This is an optimization exercise on Yosys and OpenROAD, whose aim is small area, not a production implementation. RTL that was checked went through simulation tests only; none was proved equivalent to the original. No functional check of the RTL was part of run 3. Power figures rest on the tool's default switching activity, not on a simulated workload.

===== flow/flow/run.sh =====
#!/bin/bash
# Layout flow: the standard ORFS flow, with three changes to how the
# layout is made:
#  - synthesis maps with an area-oriented ABC script (abc_area.script here)
#    and leaves adders to ABC instead of the full/half-adder cells;
#  - the port buffers are sky130_fd_sc_hd__buf_1;
#  - clock tree synthesis clusters all sinks under few buffers and adds no
#    dummy loads.
# Everything else (registers, floorplan, power grid, CTS, routing) is the
# standard flow. Each step's full output goes to a log file in this folder.
set -euo pipefail
here=$(pwd)
mkdir -p "$here/synth_scripts"
cp -r "$FLOW_HOME/scripts/." "$here/synth_scripts/"
cp "$here/flow/abc_area.script" "$here/synth_scripts/abc_area.script"
bash standard.sh synth SCRIPTS_DIR="$here/synth_scripts" ADDER_MAP_FILE= > "$here/synth.log" 2>&1
bash standard.sh finish BUFFER_PORTS_ARGS="-buffer_cell sky130_fd_sc_hd__buf_1" \
  CTS_ARGS="-sink_clustering_enable -repair_clock_nets -dont_use_dummy_load -sink_clustering_size 64 -sink_clustering_max_diameter 300 -buf_list sky130_fd_sc_hd__clkbuf_8" > "$here/layout.log" 2>&1
test -f "$here/out/final.def"

===== flow/flow/abc_area.script =====
strash
&get -n
&fraig -x
&put
scorr
dc2
strash
&get -n
&deepsyn -T 60
&put
strash
&get -n
&dch -f
&nf -R 1000
&put

===== flow/standard.sh =====
#!/bin/bash
# synth_recipe.tcl (not shown) runs the flow's synth.tcl, then flattens the netlist and writes it again
# the make line also repeats each setting of config.mk as NAME=value (left out here)
make -C /OpenROAD-flow-scripts/flow DESIGN_CONFIG=/design/flow/config.mk WORK_HOME=/design/flow/orfs CLKGATE_MAP_FILE= SYNTH_SCRIPT=/design/flow/synth_recipe.tcl "${@:-finish}"

===== flow/config.mk =====
export PLATFORM = sky130hd
export DESIGN_NAME = top_module
export DESIGN_NICKNAME = top_module
export VERILOG_FILES = /design/flow/design.v
export SDC_FILE = /design/flow/constraint.sdc
export NUM_CORES = 4
export LEC_CHECK = 0
export ABC_AREA = 1
export CAP_MARGIN = 20
export CORE_MARGIN = 2
export CORE_UTILIZATION = 40
export SLEW_MARGIN = 20

===== flow/constraint.sdc =====
create_clock -name core_clock -period 10.0 [get_ports {mclk}]
set_input_delay 2.0000 -clock core_clock [delete_from_list [all_inputs] [get_ports {mclk}]]
set_output_delay 2.0000 -clock core_clock [all_outputs]
set_load 0.01 [all_outputs]

===== flow/design.v =====
`timescale 1ns / 1ps
`timescale 1ns / 1ps
`timescale 1ns / 1ps
`timescale 1ns / 1ps
`timescale 1ns / 1ps
`timescale 1ns / 1ps
`timescale 1ns / 1ps
`timescale 1ns / 1ps
`timescale 1ns / 1ps
`timescale 1ns / 1ps
`timescale 1ns / 1ps
`timescale 1ns / 1ps
`timescale 1ns / 1ps
`timescale 1ns / 1ps
`timescale 1ns / 1ps
`timescale 1ns / 1ps
module top_module(
    input mclk,
    input [15:0] sw,
    input rst,
    input press,
    output [6:0] seg,
    output [3:0] an
);
    reg p1, p2;
    reg [3:0] dc;
    always @(posedge mclk) begin
        if (rst) begin p1 <= 1'b0; p2 <= 1'b0; dc <= 4'd0; end
        else begin
            p1 <= press;
            p2 <= p1;
            if (!p2) dc <= 4'd0;
            else if (dc[3]) dc <= 4'b1001;
            else dc <= dc + 4'd1;
        end
    end
    wire pe = dc[3] & ~dc[0];
    reg [6:0] t;
    wire tz = (t[5:0] == 6'd0);
    wire last = t[6] & tz;
    wire start = pe & tz;
    always @(posedge mclk) begin
        if (rst) t <= 7'd0;
        else if (start) t <= 7'b1100010;
        else t <= {t[5:0], (t[6] ^ t[5]) & ~tz};
    end
    localparam CNT = 2'd0, SUB = 2'd1, MUL = 2'd2, DIV = 2'd3;
    wire [3:0] a = sw[3:0];
    wire [3:0] b = sw[7:4];
    wire [2:0] op = sw[15:13];
    reg [3:0] ra, rb;
    reg [4:0] ones;
    reg [3:0] tens;
    reg [1:0] hund;
    reg [1:0] mode;
    reg [3:0] lg;
    always @* case (op[1:0])
        2'd0: lg = a & b;
        2'd1: lg = a | b;
        2'd2: lg = a ^ b;
        default: lg = ~a;
    endcase
    wire use_ra = mode[0];                
    wire [3:0] sub_s = use_ra ? ra : 4'd1;
    wire [3:0] add_s = (mode == MUL) ? ra : 4'd1;
    wire [4:0] diff = {1'b0, rb} - {1'b0, sub_s};
    wire fold = (ones >= 5'd10);
    wire ok = ~diff[4] & ~((mode == DIV) & (ra == 4'd0));
    wire step = ~fold & ok & (mode != SUB);
    wire [4:0] sum = ones + (fold ? 5'b10110 : {1'b0, add_s});
    always @(posedge mclk) begin
        if (start) begin
            ra <= b;
            rb <= op[2] ? lg : a;
            mode <= op[2] ? CNT : op[1:0];
            ones <= (op == 3'd0) ? {1'b0, b} : 5'd0;
            tens <= 4'd0;
            hund <= 2'd0;
        end else begin
            if (fold | step) ones <= sum;
            if (fold) begin
                if (tens == 4'd9) begin tens <= 4'd0; hund <= hund + 2'd1; end
                else tens <= tens + 4'd1;
            end
            if (step | (mode == SUB)) rb <= diff[3:0];
            if (mode == SUB) mode <= CNT;
        end
    end
    reg [9:0] d;
    always @(posedge mclk) begin
        if (rst) d <= 10'd0;
        else if (last) d <= {hund, tens, ones[3:0]};
    end
    reg [9:0] g;
    wire gz = (g[8:0] == 9'd0);
    reg fl;
    reg [1:0] sa;
    always @(posedge mclk) begin
        if (rst) begin g <= 10'd0; fl <= 1'b0; sa <= 2'd0; end
        else begin
            g <= {g[8:0], g[9] ^ g[6] ^ gz};
            fl <= 1'b1;
            if (gz & ~g[9] & fl) sa <= sa + 2'd1;
        end
    end
    reg [3:0] an_r;
    reg [3:0] dig;
    always @* case (sa)
        2'd0: begin an_r = 4'b1110; dig = d[3:0]; end
        2'd1: begin an_r = 4'b0111; dig = 4'd0; end
        2'd2: begin an_r = 4'b1011; dig = {2'b00, d[9:8]}; end
        default: begin an_r = 4'b1101; dig = d[7:4]; end
    endcase
    assign an = an_r;
    reg [6:0] s;
    always @* case (dig)
        4'd0: s = 7'b1000000;
        4'd1: s = 7'b1111001;
        4'd2: s = 7'b0100100;
        4'd3: s = 7'b0110000;
        4'd4: s = 7'b0011001;
        4'd5: s = 7'b0010010;
        4'd6: s = 7'b0000010;
        4'd7: s = 7'b1111000;
        4'd8: s = 7'b0000000;
        default: s = 7'b0010000;
    endcase
    assign seg = s;
endmodule

==> results.py, run 1 <==
metrics = {
    "synthesis": {
        "muxShareOfSynthArea_pct": 0.832,
        "synthAdderAreaFrac_pct": 0.416,
        "synth_top_family_by_area": "simple AND/OR/NAND/NOR gates",
        "yosysTopAreaCell": "dfxtp_1",
        "yosysWarnings": 1,
        "synth-edff-count": 15,
        "ys_seq_area_share_pct": 53.7,
        "syn_inst": 251,
        "synthArstFlopShare_pct": 0,
        "synth-simple-area-share_pct": 22.1,
        "synth_fp_nets": 270,
        "yosysTopAreaCellShare_pct": 35.0,
        "synth_xor_area_share_pct": 4.37,
        "synthFlopType": "dfxtp_1",
        "avgSynthCellArea_sq_um": 9.58,
        "syn_area_sq_um": 2400,
        "ys_ff_latch": 57,
        "yosys-top-cells-area": "dfxtp_1 35%, edfxtp_1 19%, nor2b_1 6.0%",
        "ys_types": 34,
        "synth_compound_area_share_pct": 17.3,
    },
    "clock_network": {
        "clkTransAtPathRegs_ns": 0.06,
        "cts_tree": "done",
        "cts.sinks": 57,
        "insertion_delay_ns": 0.33,
        "post_cts_buffers": 0,
        "cts_buffer_depth": 2,
        "cts_buffers": 9,
        "cts_max_level": 3,
        "cts_hold_repair.buffers": 0,
        "cts.repair.resized": 0,
        "clock_tree.root_cell": "clkbuf_8",
    },
    "job": {
        "drv_cap": 0,
    },
    "layout": {
        "n_antenna_cell": 0,
        "layout-drive-gt1-share_pct": 3.51,
        "nets": 306,
        "synthToLayoutAreaGrowth_pct": 13.1,
        "final_cells": 360,
    },
    "outcome": {
        "status": "no timing/DRC/antenna violations",
    },
    "floorplan": {
        "initial_core_util_pct": 41.1,
        "die_w_um": 81.5,
        "fp-row-count": 28,
        "dieArea_sq_um": 6650,
        "num_io_pins": 30,
        "design.core.area_sq_um": 5850,
        "die_h_um": 81.5,
    },
    "sta": {
        "maxSlewViolCount": 0,
        "setup_viol": 0,
        "fmax_ghz": 0.233,
        "slew_headroom_pct": 48.6,
        "fin_tns_setup_ns": 0,
        "rsz0062_at_grt": "no",
        "finalCriticalPeriod_ns": 4.28,
        "min_period_over_period_pct": 42.8,
        "skew_ns": 0.00970,
        "hold_viol_final": 0,
        "worst_slew_pin_slew_ns": 0.764,
    },
    "placed_design": {
        "io_buffers": 24,
        "dpl.hpwl_mm": 3.25,
        "gp_congestion": 0.780,
        "dp.cells": 351,
    },
    "global_route": {
        "grt_use_total_pct": 15.8,
        "antenna_found_initial": 0,
        "grt_pass1_vias": 1691,
        "grt_max_degree": 22,
        "grt-ovfl-total": 0,
        "grt_pass1_wl_mm": 7.79,
    },
    "routing": {
        "vias": 1830,
        "postRouteAntennaNets": 0,
        "wire_per_inst_um": 12.5,
        "routed_wl_mm": 4.49,
        "first_pass_iters": 4,
        "viasPerCell": 5.08,
        "drt_iter0_drc": 117,
        "drc": 0,
    },
    "critical_path": {
        "r2r-start": "t[1]",
        "crit_path_start_kind": "register",
        "criticalPathCategory": "reg2out",
        "worstPathArrival_ns": 2.28,
        "reg2reg_depth": 7,
        "path_max_fanout": 5,
        "endpoint_kind": "primary output",
        "cp.required_ns": 8.00,
        "startpoint": "sa[1]",
    },
    "power_and_ir_drop": {
        "p_leak_nw": 1.01,
        "ir_drop_v": 0.000107,
        "total_power_mw": 0.680,
        "power_density_nw_per_um2": 250,
    },
    "hold_path": {
        "hold_path_startpoint": "p1",
        "hold_depth": 1,
        "hold_path_class": "reg2reg",
    },
}
-- power by group --
part	total (mW)	switching, mW	leakage [nW]	internal, mW
registers	0.329	0.0329	0.490	0.296
clock network	0.152	0.0727	0.0647	0.0795
logic	0.199	0.112	0.453	0.0871
total	0.680	0.217	1.01	0.462
-- final timing paths --
check	end	slack [ns]
hold reg to reg	p2	0.44
setup reg to reg	rb[1]	7.11
setup / recovery	seg[2]	5.72
hold / removal	p2	0.44
-- layout by cell type (no fill, tap or decap), types with 2 or more instances in the layout --
cell type	instances
a211oi_1	2
a21oi_1	14
a22o_1	13
a22oi_1	2
and2_0	4
and3_1	4
buf_1	24
clkbuf_8	9
clkinv_1	8
dfxtp_1	42
edfxtp_1	15
mux2i_1	2
nand2_1	27
nand2b_1	4
nand3_1	4
nor2_1	22
nor2b_1	23
nor3_1	9
nor3b_1	2
nor4_1	2
o21a_1	2
o21ai_0	20
o21bai_1	2
o22ai_1	5
or2_0	2
xnor2_1	6
xor2_1	6
-- final cells by class --
cell class | instances | area [sq um]
Clock buffer | 9 | 124
Multi-Input combinational cell | 186 | 1080
Inverter | 8 | 30.0
Timing Repair Buffer | 25 | 97.6
Fill cell | 572 | 3130
Tap cell | 75 | 93.8
Sequential cell | 57 | 1290
-- cells in the mapped netlist, types with 5 or more instances --
library cell	number
a21oi_1	14
edfxtp_1	15
a22o_1	13
nor2b_1	23
nor2_1	22
nand2_1	27
o22ai_1	5
o21ai_0	20
nor3_1	9
xor2_1	6
clkinv_1	8
dfxtp_1	42
xnor2_1	6
-- critical path, stage by stage (launching register included) --
cell and delay, ns:
dfxtp_1 0.34, nor2b_1 0.17, a22o_1 0.23, a21oi_1 0.29
nand3_1 0.14, o22ai_1 0.17, nand2b_1 0.15, nor2_1 0.05
nor2b_1 0.13, and2_0 0.13, buf_1 0.15
-- metal layers --
| layer | share of wire [%] | wire [um] | GRT usage [%] |
|---|---|---|---|
| met5 | 0 | 0 | 0 |
| met4 | 1.8 | 80 | 7.80 |
| met2 | 41 | 1860 | 21.8 |
| met1 | 52 | 2340 | 21.4 |
| met3 | 4.6 | 208 | 5.93 |
-- flip-flops by register name (all words and copies together) (netlist names) --
register and count:
mode 2, t 7, d 10, fl 1, hund 2, p1 1
ones 5, dc 4, p2 1, ra 4, tens 4, g 10
rb 4, sa 2
-- per-stage QoR --
stage	hold WS [ns]	util, %	area, sq um	setup WS (ns)
6_report	0.442	46.5	2720	5.72
5_1_grt	0.459	46.5	2720	5.49
4_1_cts	0.445	46.5	2720	5.71
3_5_place_dp	0.432	44.4	2600	6.07
3_3_place_gp	0.418	44.4	2600	6.12
2_1_floorplan	0.414	-	2400	5.94
-- logic make-up after synthesis --
group / Yosys count
multiplexers: 2
AO/OA/AOI/OAI: 65
buffers and inverters: 8
AND/OR/NAND/NOR: 106
adder cells (fa/ha/maj): 1
XOR/XNOR: 12
flip-flops: 57
==> run 2, diff against run 1 <==
==> flow/flow/run.sh (replaced) <==
#!/bin/bash
# Layout flow: the standard ORFS flow (standard.sh), with these changes to
# how the layout is made:
#  - synthesis maps with an area-oriented ABC script (abc_area.script here)
#    and leaves adders to ABC instead of the full/half-adder cells; the
#    registers are the standard synthesis's;
#  - the port buffers are sky130_fd_sc_hd__buf_1;
#  - clock tree synthesis uses clkbuf_4 and no dummy loads; if the routed
#    layout then has a flip-flop clock-pin slew over 115 ps, the clock tree
#    and everything after it are redone with clkbuf_8.
# Each step's full output goes to a log file in this folder.
set -euo pipefail
here=$(pwd)
res="$here/orfs/results/sky130hd/top_module/base"
mkdir -p "$here/synth_scripts"
cp -r "$FLOW_HOME/scripts/." "$here/synth_scripts/"
cp "$here/flow/abc_area.script" "$here/synth_scripts/abc_area.script"
bash standard.sh synth SCRIPTS_DIR="$here/synth_scripts" ADDER_MAP_FILE= > "$here/synth.log" 2>&1

CTS_COMMON="-sink_clustering_enable -repair_clock_nets -dont_use_dummy_load -sink_clustering_size 64 -sink_clustering_max_diameter 300"
PORTS="-buffer_cell sky130_fd_sc_hd__buf_1"
bash standard.sh finish BUFFER_PORTS_ARGS="$PORTS" \
  CTS_ARGS="$CTS_COMMON -buf_list sky130_fd_sc_hd__clkbuf_4" > "$here/layout.log" 2>&1
RES="$res" openroad -no_init -exit "$here/flow/clkslew.tcl" > "$here/clkslew.log" 2>&1
slew=$(awk '/^CLKSLEW/ {print $2}' "$here/clkslew.log")
if [[ -z "$slew" ]] || awk -v s="$slew" 'BEGIN { exit !(s > 115) }'; then
  bash standard.sh clean_cts clean_route clean_finish > "$here/clean.log" 2>&1
  bash standard.sh finish BUFFER_PORTS_ARGS="$PORTS" \
    CTS_ARGS="$CTS_COMMON -buf_list sky130_fd_sc_hd__clkbuf_8" > "$here/layout2.log" 2>&1
  RES="$res" openroad -no_init -exit "$here/flow/clkslew.tcl" > "$here/clkslew2.log" 2>&1
fi
test -f "$here/out/final.def"
==> flow/flow/clkslew.tcl (new file) <==
# Prints the largest slew at a flip-flop clock pin of the routed layout, in ps.
read_liberty $::env(FLOW_HOME)/platforms/sky130hd/lib/sky130_fd_sc_hd__tt_025C_1v80.lib
read_db $::env(RES)/6_final.odb
read_sdc $::env(RES)/6_final.sdc
read_spef $::env(RES)/6_final.spef
set_propagated_clock [all_clocks]
set worst 0
foreach pin [all_registers -clock_pins -edge_triggered] {
  foreach edge {rise fall} {
    foreach analysis {min max} {
      set s [sta::time_ui_sta [get_property $pin slew_${analysis}_$edge]]
      set worst [expr {max($worst, $s * 1e12)}]
    }
  }
}
puts "CLKSLEW [format %.1f $worst]"
==> results.py, run 2 <==
metrics = {
    "clock_network": {
        "cts_buffer_depth": 2,
        "insertion_delay_ns": 0.38,
        "cts.sinks": 57,
        "clkTransAtPathRegs_ns": 0.08,
        "cts_hold_repair.buffers": 0,
        "clock_tree.root_cell": "clkbuf_4",
        "post_cts_buffers": 0,
        "cts_buffers": 9,
        "cts.repair.resized": 0,
        "cts_max_level": 3,
        "cts_tree": "done",
    },
    "critical_path": {
        "cp_cell_sequence": "nor2b_1 > a22o_1 > a21oi_1 > nand3_1 > o22ai_1 > nand2b_1 > nor2_1 > nor2b_1 > and2_0 > buf_1",
        "path_max_fanout": 5,
        "max_stage_delay_ns": 0.35,
        "endpoint_kind": "primary output",
        "cp.required_ns": 8.00,
        "slowest_stage": "dfxtp_1",
        "criticalPathCategory": "reg2out",
        "worstPathArrival_ns": 2.35,
        "crit_path_start_kind": "register",
        "path_common_cell": "nor2b_1",
    },
    "synthesis": {
        "synthArstFlopShare_pct": 0,
        "ys_top_cells_by_count": "42 x dfxtp_1, 27 x nand2_1, 23 x nor2b_1",
        "synth-edff-count": 15,
        "yosysWarnings": 1,
        "yosysTopAreaCellShare_pct": 35.0,
        "syn_area_sq_um": 2400,
        "yosysMostFrequentCell": "dfxtp_1",
        "ys_types": 34,
        "syn_inst": 251,
        "synth_fp_nets": 270,
        "avgSynthCellArea_sq_um": 9.58,
        "yosysTopAreaCell": "dfxtp_1",
        "yosys-top-cells-area": "dfxtp_1 35%, edfxtp_1 19%, nor2b_1 6.0%",
        "synthFlopType": "dfxtp_1",
        "ys_ff_latch": 57,
        "ys_seq_area_share_pct": 53.7,
    },
    "routing": {
        "first_pass_iters": 4,
        "drt_iter0_drc": 108,
        "drc": 0,
        "routed_wl_mm": 4.48,
        "wire_per_inst_um": 12.4,
        "viasPerCell": 5.05,
        "postRouteAntennaNets": 0,
        "vias": 1819,
    },
    "sta": {
        "setup_viol": 0,
        "skew_ns": 0.0148,
        "fmax_ghz": 0.230,
        "slew_headroom_pct": 42.9,
        "maxSlewViolCount": 0,
        "rsz0062_at_grt": "no",
        "hold_viol_final": 0,
        "min_period_over_period_pct": 43.5,
        "fin_tns_setup_ns": 0,
        "finalCriticalPeriod_ns": 4.35,
        "worst_slew_pin_slew_ns": 0.849,
    },
    "hold_path": {
        "hold_path_class": "reg2reg",
    },
    "power_and_ir_drop": {
        "power.clock.fraction_pct": 17.1,
        "p_leak_nw": 0.984,
        "p_seq_share_pct": 51.5,
        "power_density_nw_per_um2": 239,
        "sw_frac_of_total_pct": 33.4,
        "p_sw_mw": 0.212,
        "pwr-share-comb_pct": 31.3,
        "ir_drop_v": 0.000101,
        "p_int_mw": 0.424,
    },
    "global_route": {
        "grt_pass1_vias": 1685,
        "grt_pass1_wl_mm": 7.76,
        "antenna_found_initial": 0,
        "grt-ovfl-total": 0,
        "grt_max_degree": 22,
        "grt_use_total_pct": 15.6,
    },
    "floorplan": {
        "die_w_um": 81.5,
        "die_h_um": 81.5,
        "dieArea_sq_um": 6650,
        "fp-row-count": 28,
        "num_io_pins": 30,
        "design.core.area_sq_um": 5850,
        "initial_core_util_pct": 41.1,
    },
    "layout": {
        "nets": 306,
        "fin_util_pct": 45.5,
        "reg.largest.list": "d (10), g (10), t (7)",
        "layout_common_cells": "42 x dfxtp_1, 27 x nand2_1, 24 x buf_1, 23 x nor2b_1, 22 x nor2_1",
        "n_antenna_cell": 0,
        "final_common_cell": "dfxtp_1",
        "layout-drive-gt1-share_pct": 3.51,
        "synthToLayoutAreaGrowth_pct": 10.8,
    },
    "placed_design": {
        "gp_congestion": 0.780,
        "dpl.hpwl_mm": 3.25,
        "io_buffers": 24,
    },
    "job": {
        "drv_cap": 0,
    },
    "outcome": {
        "status": "no timing/DRC/antenna violations",
    },
}
## run 2: cell count changes in the layout (fill, tap and decap cells not counted)
| cell | before | now |
|---|---|---|
| clkbuf_4 | 0 | 9 |
| clkbuf_8 | 9 | 0 |
## run 2: power by group through the flow
stage | registers (mW) | logic, mW | clock network, mW
final | 0.328 | 0.199 | 0.109
after floorplan | 0.323 | 0.162 | 0
after detailed placement | 0.333 | 0.198 | 0
after CTS | 0.328 | 0.200 | 0.114
after global placement | 0.332 | 0.196 | 0
after global routing | 0.335 | 0.231 | 0.125
## run 2: worst max-delay path: cells and delay by family (launching register included)
kind,cells,cell delay [ns]
compound gates,3,0.69
buf+inv,1,0.15
flops,1,0.35
simple gates,6,0.77
## run 2: final timing paths
path	cells after the start	start	end	slack, ns
max	10	sa[1]	seg[2]	5.65
min	1	p1	p2	0.45
max reg2reg	7	t[1]	rb[1]	7.12
min reg2reg	1	p1	p2	0.45
## run 2: per-stage QoR
stage / hold WS [ns] / worst slack [ns] / instance area [sq um] / cells / total power, mW
2_1_floorplan: 0.414 / 5.94 / 2400 / 251 / 0.485
3_3_place_gp: 0.418 / 6.12 / 2600 / 351 / 0.528
3_5_place_dp: 0.432 / 6.07 / 2600 / 351 / 0.531
4_1_cts: 0.451 / 5.63 / 2660 / 360 / 0.642
5_1_grt: 0.463 / 5.41 / 2660 / 360 / 0.690
6_report: 0.449 / 5.65 / 2660 / 360 / 0.636
## run 2: layout make-up
cell class / count / area [sq um]
fillers: 584 / 3190
flip-flops and latches: 57 / 1290
multi-input cells: 186 / 1080
repair buffers: 25 / 97.6
well taps: 75 / 93.8
clock buffers: 9 / 67.6
inverters: 8 / 30.0
## run 2: cells by family (layout without fill, tap and decap cells)
group                    Yosys count  after routing  synth area share (%)
buffers and inverters              8             42                  1.25
flip-flops                        57             57                  53.7
adder cells (fa/ha/maj)            1              1                 0.416
AND/OR/NAND/NOR                  106            106                  22.1
AO/OA/AOI/OAI                     65             65                  17.3
multiplexers                       2              2                 0.832
XOR/XNOR                          12             12                  4.37
## run 2: layer usage
| metal | vias up | global-route usage (%) | part of all wire (%) |
|---|---|---|---|
| li1 | 973 | - | - |
| met1 | 809 | 21.5 | 53 |
| met2 | 29 | 21.8 | 42 |
| met3 | 8 | 4.62 | 3.6 |
| met4 | 0 | 8.14 | 1.7 |
| met5 | - | 0 | 0 |
==> run 3, diff against run 2 <==
--- a/flow/design.v
+++ b/flow/design.v
@@ -50,8 +50,7 @@
     wire [2:0] op = sw[15:13];
     reg [3:0] ra, rb;
     reg [4:0] ones;
-    reg [3:0] tens;
-    reg [1:0] hund;
+    reg [4:0] tc;                         
     reg [1:0] mode;
     reg [3:0] lg;
     always @* case (op[1:0])
@@ -74,23 +73,22 @@
             rb <= op[2] ? lg : a;
             mode <= op[2] ? CNT : op[1:0];
             ones <= (op == 3'd0) ? {1'b0, b} : 5'd0;
-            tens <= 4'd0;
-            hund <= 2'd0;
+            tc <= 5'd0;
         end else begin
             if (fold | step) ones <= sum;
-            if (fold) begin
-                if (tens == 4'd9) begin tens <= 4'd0; hund <= hund + 2'd1; end
-                else tens <= tens + 4'd1;
-            end
+            if (fold) tc <= tc + 5'd1;
             if (step | (mode == SUB)) rb <= diff[3:0];
             if (mode == SUB) mode <= CNT;
         end
     end
-    reg [9:0] d;
+    reg [8:0] d;
     always @(posedge mclk) begin
-        if (rst) d <= 10'd0;
-        else if (last) d <= {hund, tens, ones[3:0]};
+        if (rst) d <= 9'd0;
+        else if (last) d <= {tc, ones[3:0]};
     end
+    wire [4:0] dt = d[8:4];
+    wire [1:0] dh = (dt >= 5'd20) ? 2'd2 : (dt >= 5'd10) ? 2'd1 : 2'd0;
+    wire [3:0] dtens = (dt >= 5'd20) ? dt - 5'd20 : (dt >= 5'd10) ? dt - 5'd10 : dt;
     reg [9:0] g;
     wire gz = (g[8:0] == 9'd0);
     reg fl;
@@ -108,8 +106,8 @@
     always @* case (sa)
         2'd0: begin an_r = 4'b1110; dig = d[3:0]; end
         2'd1: begin an_r = 4'b0111; dig = 4'd0; end
-        2'd2: begin an_r = 4'b1011; dig = {2'b00, d[9:8]}; end
-        default: begin an_r = 4'b1101; dig = d[7:4]; end
+        2'd2: begin an_r = 4'b1011; dig = {2'b00, dh}; end
+        default: begin an_r = 4'b1101; dig = dtens; end
     endcase
     assign an = an_r;
     reg [6:0] s;
--- a/flow/config.mk
+++ b/flow/config.mk
@@ -8,5 +8,5 @@
 export ABC_AREA = 1
 export CAP_MARGIN = 20
 export CORE_MARGIN = 2
-export CORE_UTILIZATION = 40
+export CORE_UTILIZATION = 70
 export SLEW_MARGIN = 20
==> results.py, run 3 <==
metrics = {
    "synthesis": {
        "synth-simple-area-share_pct": 25.4,
        "syn_area_sq_um": 2440,
        "ys_top_cells_by_count": "40 x dfxtp_1, 32 x nor2_1, 25 x nand2_1",
        "synth-edff-count": 15,
        "syn_inst": 264,
        "ys_types": 35,
        "avgSynthCellArea_sq_um": 9.24,
        "synth_top_family_by_area": "simple AND/OR/NAND/NOR gates",
        "synthFlopType": "dfxtp_1",
        "synth_xor_area_share_pct": 4.67,
        "yosysTopAreaCellShare_pct": 32.8,
        "synthArstFlopShare_pct": 0,
        "synth_compound_area_share_pct": 15.9,
        "synth_fp_nets": 283,
        "ys_ff_latch": 55,
        "muxShareOfSynthArea_pct": 1.23,
        "yosysTopAreaCell": "dfxtp_1",
        "ys_seq_area_share_pct": 51.3,
        "yosysMostFrequentCell": "dfxtp_1",
        "synthAdderAreaFrac_pct": 0.410,
        "yosys-top-cells-area": "dfxtp_1 33%, edfxtp_1 18%, nor2_1 4.9%",
        "yosysWarnings": 1,
    },
    "placed_design": {
        "pre_cts_ws_ns": 5.60,
        "io_buffers": 24,
        "dpl.hpwl_mm": 3.31,
        "gp_congestion": 0.815,
    },
    "routing": {
        "viasPerCell": 5.64,
        "routed_wl_mm": 4.50,
        "vias": 1918,
        "postRouteAntennaNets": 0,
        "drt_iter0_drc": 98,
        "wire_per_inst_um": 13.2,
        "first_pass_iters": 4,
        "drc": 0,
    },
    "clock_network": {
        "cts.sinks": 55,
        "cts_buffers": 5,
        "clock_tree.root_cell": "clkbuf_8",
        "clkTransAtPathRegs_ns": 0.10,
        "cts_tree": "done",
        "cts_buffer_depth": 2,
        "cts.repair.resized": 0,
        "cts_max_level": 2,
        "insertion_delay_ns": 0.30,
        "post_cts_buffers": 0,
        "cts_hold_repair.buffers": 0,
    },
    "outcome": {
        "status": "no timing/DRC/antenna violations",
    },
    "hold_path": {
        "holdPathEnd": "p2",
        "hold_path_startpoint": "p1",
        "hold_depth": 1,
        "hold_path_class": "reg2reg",
    },
    "critical_path": {
        "crit_path_start_kind": "register",
        "reg2reg_depth": 6,
        "path_max_fanout": 5,
        "r2r-start": "t[1]",
        "cp.required_ns": 8.00,
        "endpoint_kind": "primary output",
        "worstPathArrival_ns": 2.86,
        "reg2reg_slack_ns": 7.41,
        "criticalPathCategory": "reg2out",
        "r2r_end": "ones[1]",
    },
    "power_and_ir_drop": {
        "ir_drop_v": 0.000122,
        "total_power_mw": 0.609,
        "power_density_nw_per_um2": 229,
        "p_leak_nw": 0.959,
    },
    "sta": {
        "slew_headroom_pct": 48.4,
        "fin_ws_ns": 5.14,
        "hold_viol_final": 0,
        "fin_tns_setup_ns": 0,
        "hold_ws_ns": 0.448,
        "skew_ns": 0.0269,
        "setup_viol": 0,
        "worst_slew_pin_slew_ns": 0.773,
        "min_period_over_period_pct": 48.6,
        "fmax_ghz": 0.206,
        "maxSlewViolCount": 0,
        "finalCriticalPeriod_ns": 4.86,
        "rsz0062_at_grt": "no",
    },
    "floorplan": {
        "die_h_um": 63.0,
        "fp-row-count": 21,
        "design.core.area_sq_um": 3340,
        "die_w_um": 63.0,
        "num_io_pins": 30,
        "dieArea_sq_um": 3970,
        "initial_core_util_pct": 73.1,
    },
    "global_route": {
        "grt_use_total_pct": 25.6,
        "met3_usage_pct": 4.86,
        "antenna_found_initial": 0,
        "grt_busiest_layer": "met2",
        "grt_max_degree": 23,
        "use_met2_pct": 43.5,
        "grt_pass1_vias": 1851,
        "grt-ovfl-total": 0,
        "grt_pass1_wl_mm": 8.01,
        "met1_usage_pct": 33.1,
    },
    "job": {
        "drv_cap": 0,
    },
    "layout": {
        "nets": 315,
        "layout_common_cells": "40 x dfxtp_1, 32 x nor2_1, 25 x nand2_1, 24 x buf_1",
        "regMostFlops": "g",
        "reg.largest.list": "g (10), d (9), t (7)",
        "largest_register_ffs": 10,
        "layout-drive-gt1-share_pct": 2.04,
        "final_common_cell": "dfxtp_1",
        "synthToLayoutAreaGrowth_pct": 9.18,
        "n_antenna_cell": 0,
    },
}
run 3: cell types whose count changed after synthesis, moves of 3 or more:
cell and change:
nor2_1 +10, a21oi_1 +5, xnor2_1 +5, nor2b_1 -4, nor3_1 +4, xor2_1 -4
nand2b_1 +3, o21ai_0 -3, o22ai_1 -3
run 3: where the power goes:
part	switching (mW)	internal (mW)	total (mW)
Sequential	0.0256	0.281	0.307
Combinational	0.107	0.0916	0.199
Clock	0.0589	0.0452	0.104
Total	0.191	0.418	0.609
run 3: cell families (layout without fill, tap and decap cells):
| group | after synthesis | after routing |
|---|---|---|
| xor gates and xnor gates | 13 | 13 |
| AOI/OAI and AO/OA | 62 | 62 |
| and+or+nand+nor | 123 | 123 |
| buffers and inverters | 7 | 37 |
| DFF | 55 | 55 |
| adders and majority gates | 1 | 1 |
| muxes | 3 | 3 |
run 3: through the flow:
stage / cells / area, sq um / util [%]
6_report: 340 / 2660 / 79.8
5_1_grt: 340 / 2660 / 79.8
4_1_cts: 340 / 2660 / 79.8
3_5_place_dp: 335 / 2590 / 77.7
3_3_place_gp: 335 / 2590 / 77.7
2_1_floorplan: 264 / 2440 / -
run 3: how the worst max path moves through the flow:
stage / cells past startpoint / end / start / slack (ns)
floorplan: 10 / seg[1] / d[8] / 5.72
global placement: 11 / seg[1] / d[8] / 5.62
detailed placement: 11 / seg[1] / d[8] / 5.60
CTS: 11 / seg[1] / d[8] / 5.18
global route: 11 / seg[1] / d[8] / 4.77
finish: 11 / seg[1] / d[8] / 5.14
run 3: critical path, stage by stage (launching register included):
cell	delay, ns
dfxtp_1	0.39
nor2b_1	0.22
nor2_1	0.09
a21oi_1	0.26
nand2_1	0.12
a221oi_1	0.45
and2_0	0.22
nand2_1	0.07
and3_1	0.19
or2_0	0.23
nor3_1	0.14
buf_1	0.17
run 3: final cells by class:
class / count / area (sq um)
flip-flops and latches: 55 / 1250
clock buffers: 5 / 68.8
inverters: 7 / 26.3
multi-input cells: 202 / 1160
well taps: 46 / 57.6
fillers: 242 / 674
repair buffers: 25 / 97.6
run 3: layer usage:
| metal | share of wire [%] | up-vias |
|---|---|---|
| met5 | 0 | - |
| met4 | 1.0 | 0 |
| met3 | 3.0 | 7 |
| met2 | 48 | 31 |
| met1 | 48 | 881 |
| li1 | - | 999 |
==> run 4, diff against run 3 <==
--- a/flow/design.v
+++ b/flow/design.v
@@ -22,19 +22,20 @@
     output [6:0] seg,
     output [3:0] an
 );
-    reg p1, p2;
     reg [3:0] dc;
+    reg pe;
     always @(posedge mclk) begin
-        if (rst) begin p1 <= 1'b0; p2 <= 1'b0; dc <= 4'd0; end
+        if (rst) begin dc <= 4'd0; pe <= 1'b0; end
         else begin
-            p1 <= press;
-            p2 <= p1;
-            if (!p2) dc <= 4'd0;
-            else if (dc[3]) dc <= 4'b1001;
-            else dc <= dc + 4'd1;
+            pe <= dc[3] & dc[1];
+            case (dc)
+                4'd8:  dc <= press ? 4'd11 : 4'd10;
+                4'd9, 4'd11: dc <= press ? 4'd9 : 4'd0;
+                4'd10: dc <= press ? 4'd1 : 4'd0;
+                default: dc <= press ? dc + 4'd1 : 4'd0;
+            endcase
         end
     end
-    wire pe = dc[3] & ~dc[0];
     reg [6:0] t;
     wire tz = (t[5:0] == 6'd0);
     wire last = t[6] & tz;
@@ -50,7 +51,8 @@
     wire [2:0] op = sw[15:13];
     reg [3:0] ra, rb;
     reg [4:0] ones;
-    reg [4:0] tc;                         
+    reg [3:0] tens;
+    reg [1:0] hund;
     reg [1:0] mode;
     reg [3:0] lg;
     always @* case (op[1:0])
@@ -73,22 +75,24 @@
             rb <= op[2] ? lg : a;
             mode <= op[2] ? CNT : op[1:0];
             ones <= (op == 3'd0) ? {1'b0, b} : 5'd0;
-            tc <= 5'd0;
+            tens <= 4'd0;
+            hund <= 2'd0;
         end else begin
             if (fold | step) ones <= sum;
-            if (fold) tc <= tc + 5'd1;
+            if (fold) begin
+                if (tens[3] & tens[0]) begin    
+                    tens <= 4'd0; hund <= hund + 2'd1; end
+                else tens <= tens + 4'd1;
+            end
             if (step | (mode == SUB)) rb <= diff[3:0];
             if (mode == SUB) mode <= CNT;
         end
     end
-    reg [8:0] d;
+    reg [9:0] d;
     always @(posedge mclk) begin
-        if (rst) d <= 9'd0;
-        else if (last) d <= {tc, ones[3:0]};
+        if (rst) d <= 10'd0;
+        else if (last) d <= {hund, tens, ones[3:0]};
     end
-    wire [4:0] dt = d[8:4];
-    wire [1:0] dh = (dt >= 5'd20) ? 2'd2 : (dt >= 5'd10) ? 2'd1 : 2'd0;
-    wire [3:0] dtens = (dt >= 5'd20) ? dt - 5'd20 : (dt >= 5'd10) ? dt - 5'd10 : dt;
     reg [9:0] g;
     wire gz = (g[8:0] == 9'd0);
     reg fl;
@@ -98,16 +102,16 @@
         else begin
             g <= {g[8:0], g[9] ^ g[6] ^ gz};
             fl <= 1'b1;
-            if (gz & ~g[9] & fl) sa <= sa + 2'd1;
+            if (gz & ~g[9] & fl) sa <= {sa[0], ~sa[1]};    
         end
     end
     reg [3:0] an_r;
     reg [3:0] dig;
     always @* case (sa)
-        2'd0: begin an_r = 4'b1110; dig = d[3:0]; end
-        2'd1: begin an_r = 4'b0111; dig = 4'd0; end
-        2'd2: begin an_r = 4'b1011; dig = {2'b00, dh}; end
-        default: begin an_r = 4'b1101; dig = dtens; end
+        2'b00: begin an_r = 4'b1110; dig = d[3:0]; end
+        2'b01: begin an_r = 4'b0111; dig = 4'd0; end
+        2'b11: begin an_r = 4'b1011; dig = {2'b00, d[9:8]}; end
+        default: begin an_r = 4'b1101; dig = d[7:4]; end
     endcase
     assign an = an_r;
     reg [6:0] s;
@@ -121,7 +125,13 @@
         4'd6: s = 7'b0000010;
         4'd7: s = 7'b1111000;
         4'd8: s = 7'b0000000;
-        default: s = 7'b0010000;
+        4'd9: s = 7'b0010000;
+        4'd10: s = 7'b0100100;
+        4'd11: s = 7'b0110000;
+        4'd12: s = 7'b0011000;
+        4'd13: s = 7'b0010010;
+        4'd14: s = 7'b0000010;
+        default: s = 7'b1111000;
     endcase
     assign seg = s;
 endmodule
--- a/flow/config.mk
+++ b/flow/config.mk
@@ -8,5 +8,5 @@
 export ABC_AREA = 1
 export CAP_MARGIN = 20
 export CORE_MARGIN = 2
-export CORE_UTILIZATION = 70
+export CORE_UTILIZATION = 40
 export SLEW_MARGIN = 20
==> results.py, run 4 <==
metrics = {
    "outcome": {
        "status": "no timing/DRC/antenna violations",
    },
    "placed_design": {
        "detailed_place.area_sq_um": 2600,
        "dpl.hpwl_mm": 3.35,
        "io_buffers": 24,
        "gp_congestion": 0.840,
        "pre_cts_ws_ns": 6.18,
    },
    "power_and_ir_drop": {
        "p_sw_mw": 0.200,
        "ir_drop_v": 0.000105,
        "sw_frac_of_total_pct": 32.7,
        "p_int_mw": 0.410,
        "power.clock.fraction_pct": 17.7,
        "power_density_nw_per_um2": 229,
        "p_leak_nw": 0.993,
        "pwr-share-comb_pct": 29.7,
        "p_seq_share_pct": 52.5,
    },
    "floorplan": {
        "dieArea_sq_um": 6680,
        "fp-row-count": 28,
        "design.core.area_sq_um": 5890,
        "die_h_um": 81.7,
        "num_io_pins": 30,
        "initial_core_util_pct": 41.1,
        "die_w_um": 81.7,
    },
    "sta": {
        "hold_ws_ns": 0.445,
        "min_period_over_period_pct": 41.6,
        "skew_ns": 0.0304,
        "fin_tns_setup_ns": 0,
        "worst_slew_pin_slew_ns": 0.848,
        "fin_ws_ns": 5.84,
        "finalCriticalPeriod_ns": 4.16,
        "maxSlewViolCount": 0,
        "rsz0062_at_grt": "no",
        "setup_viol": 0,
        "fmax_ghz": 0.241,
        "slew_headroom_pct": 43.4,
        "hold_viol_final": 0,
    },
    "synthesis": {
        "synthArstFlopShare_pct": 0,
        "yosysTopAreaCell": "dfxtp_1",
        "synth-edff-count": 15,
        "yosysTopAreaCellShare_pct": 34.0,
        "yosysWarnings": 1,
        "avgSynthCellArea_sq_um": 9.26,
        "syn_area_sq_um": 2420,
        "ys_top_cells_by_count": "41 x dfxtp_1, 35 x nand2_1, 23 x o21ai_0",
        "syn_inst": 261,
        "ys_types": 31,
        "synthFlopType": "dfxtp_1",
        "ys_ff_latch": 56,
        "yosys-top-cells-area": "dfxtp_1 34%, edfxtp_1 19%, nand2_1 5.4%",
        "synth_fp_nets": 280,
        "ys_seq_area_share_pct": 52.6,
        "yosysMostFrequentCell": "dfxtp_1",
    },
    "hold_path": {
        "holdPathEnd": "g[8]",
        "hold_path_class": "reg2reg",
        "hold_depth": 1,
        "hold_path_startpoint": "g[7]",
    },
    "critical_path": {
        "crit_family": "compound AO/OA/AOI/OAI gates",
        "r2r_end": "ones[3]",
        "path_common_cell": "a221o_1",
        "cp_num_buf_inv": 2,
        "crit_path_start_kind": "register",
        "max_stage_delay_ns": 0.47,
        "reg2reg_slack_ns": 7.38,
        "path_max_fanout": 8,
        "slowest_stage": "dfxtp_1",
        "cp.required_ns": 8.00,
        "endpoint_kind": "primary output",
        "worstPathArrival_ns": 2.16,
        "cp_cell_sequence": "nor2_1 > a221o_1 > a221o_1 > clkinv_1 > nand3_1 > a21oi_1 > buf_1",
        "r2r-start": "ones[1]",
        "criticalPathCategory": "reg2out",
        "reg2reg_depth": 11,
    },
    "routing": {
        "drc": 0,
        "vias": 1885,
        "viasPerCell": 5.16,
        "routed_wl_mm": 4.66,
        "postRouteAntennaNets": 0,
        "drt_iter0_drc": 86,
        "wire_per_inst_um": 12.8,
        "first_pass_iters": 4,
    },
    "global_route": {
        "grt_max_degree": 21,
        "grt_pass1_vias": 1683,
        "grt_pass1_wl_mm": 7.81,
        "antenna_found_initial": 0,
        "grt-ovfl-total": 0,
        "grt_use_total_pct": 15.2,
    },
    "clock_network": {
        "cts_tree": "done",
        "cts.repair.resized": 0,
        "post_cts_buffers": 0,
        "insertion_delay_ns": 0.31,
        "cts_max_level": 2,
        "clock_tree.root_cell": "clkbuf_8",
        "clkTransAtPathRegs_ns": 0.11,
        "cts.sinks": 56,
        "cts_buffers": 5,
        "cts_buffer_depth": 2,
        "cts_hold_repair.buffers": 0,
    },
    "layout": {
        "reg.largest.list": "d (10), g (10), t (7)",
        "synthToLayoutAreaGrowth_pct": 10.5,
        "ff_latch_area_sq_um": 1270,
        "fillCellCount": 594,
        "layout-drive-gt1-share_pct": 1.72,
        "layout_common_cells": "41 x dfxtp_1, 35 x nand2_1, 24 x buf_1, 23 x o21ai_0, 22 x nor2_1",
        "nets": 311,
        "final_common_cell": "dfxtp_1",
        "multi_input_area_sq_um": 1120,
        "fin_area_sq_um": 2670,
        "n_antenna_cell": 0,
    },
    "job": {
        "drv_cap": 0,
    },
}
run 4: cell count changes after synthesis, moves of 3 or more:
cell      delta
a22oi_1      +3
o21ai_0      +6
xor2_1       +4
xnor2_1      -3
nor3_1       -3
nor2_1      -10
and2_0       -4
mux2i_1      -3
nand3b_1     -3
nand2_1     +10
nand3_1      +4
run 4: metal layers:
metal	wire [um]	track usage, %	vias to the layer above
met5	0	0	-
met4	56	5.33	0
met3	106	2.97	4
met2	2020	22.0	16
met1	2470	22.6	866
li1	-	-	999
run 4: power by group through the flow:
stage               registers, mW  clock network [mW]  logic (mW)
global placement            0.325                   0       0.177
global route                0.326               0.122       0.213
detailed placement          0.326                   0       0.180
CTS                         0.321               0.113       0.182
finish                      0.320               0.108       0.181
floorplan                   0.315                   0       0.147
run 4: kinds of logic (layout without fill, tap and decap cells):
| logic type | Yosys count | after routing | share of synthesized area, % |
|---|---|---|---|
| AND/OR/NAND/NOR | 115 | 115 | 23.3 |
| flip-flops | 56 | 56 | 52.6 |
| buffers and inverters | 7 | 36 | 1.09 |
| AO/OA/AOI/OAI | 69 | 69 | 17.9 |
| XOR/XNOR | 14 | 14 | 5.08 |
run 4: layout make-up:
class | instances | share of cell area [%]
Tap cell | 75 | 3.52
Inverter | 7 | 0.985
Clock buffer | 5 | 2.58
Timing Repair Buffer | 24 | 3.38
Sequential cell | 56 | 47.6
Multi-Input combinational cell | 198 | 41.9
run 4: worst register-to-register path: stages (launching register included):
cell      delay [ns]
edfxtp_1        0.46
o21ai_0         0.31
nor2b_1         0.33
nand2_1         0.13
nor2_1          0.14
a211oi_1        0.09
a31oi_1         0.23
nor2b_1         0.18
o21ai_0         0.11
and3_1          0.20
o21ai_0         0.13
nand2_1         0.07
run 4: metrics by stage:
| step | instances | util [%] | power [mW] |
|---|---|---|---|
| after CTS | 365 | 45.3 | 0.616 |
| after detailed placement | 360 | 44.2 | 0.506 |
| after global placement | 360 | 44.2 | 0.501 |
| after floorplan | 261 | - | 0.463 |
| after global routing | 365 | 45.3 | 0.661 |
| final | 365 | 45.3 | 0.610 |
run 4: how the worst max path moves through the flow:
stage	startpoint	to	slack (ns)	cells after the start
4_1_cts	sa[0]	seg[0]	5.84	7
2_1_floorplan	sa[0]	seg[0]	6.41	6
5_1_grt	sa[0]	seg[0]	5.69	7
3_3_place_gp	rst	d[8]	6.18	4
3_5_place_dp	rst	d[5]	6.18	4
6_report	sa[0]	seg[0]	5.84	7

afterwards: timing with drivers on the ports:
In the flow no input, the clock included, has a driving cell. The finished layouts below were timed again as built, in two steps.
Step 1 (the two cells are an assumption about what drives the block):
set clk [get_ports {mclk}]
set_driving_cell -lib_cell sky130_fd_sc_hd__clkbuf_16 $clk
set_driving_cell -lib_cell sky130_fd_sc_hd__buf_2 [delete_from_list [all_inputs] $clk]
Step 2 also shifts input and output timing later by t, the mid clock arrival at the registers, as if the neighbouring blocks saw the same clock.
Three values: ideal, step 1, step 2; two values: the first two.
run	t (ns)	slack for setup (ns)	hold slack, ns	latest minus earliest clock arrival (ns)
run 1	0.349	5.717 / 5.691 / 6.040	0.442 / 0.442 / 0.442	0.009 / 0.010
run 2	0.401	5.648 / 5.624 / 6.026	0.449 / 0.449 / 0.449	0.017 / 0.017
run 3	0.319	5.139 / 5.110 / 5.429	0.448 / 0.448 / 0.448	0.027 / 0.027
run 4	0.322	5.844 / 5.814 / 6.136	0.445 / 0.445 / 0.445	0.031 / 0.031
After both steps every run listed still meets setup and hold.
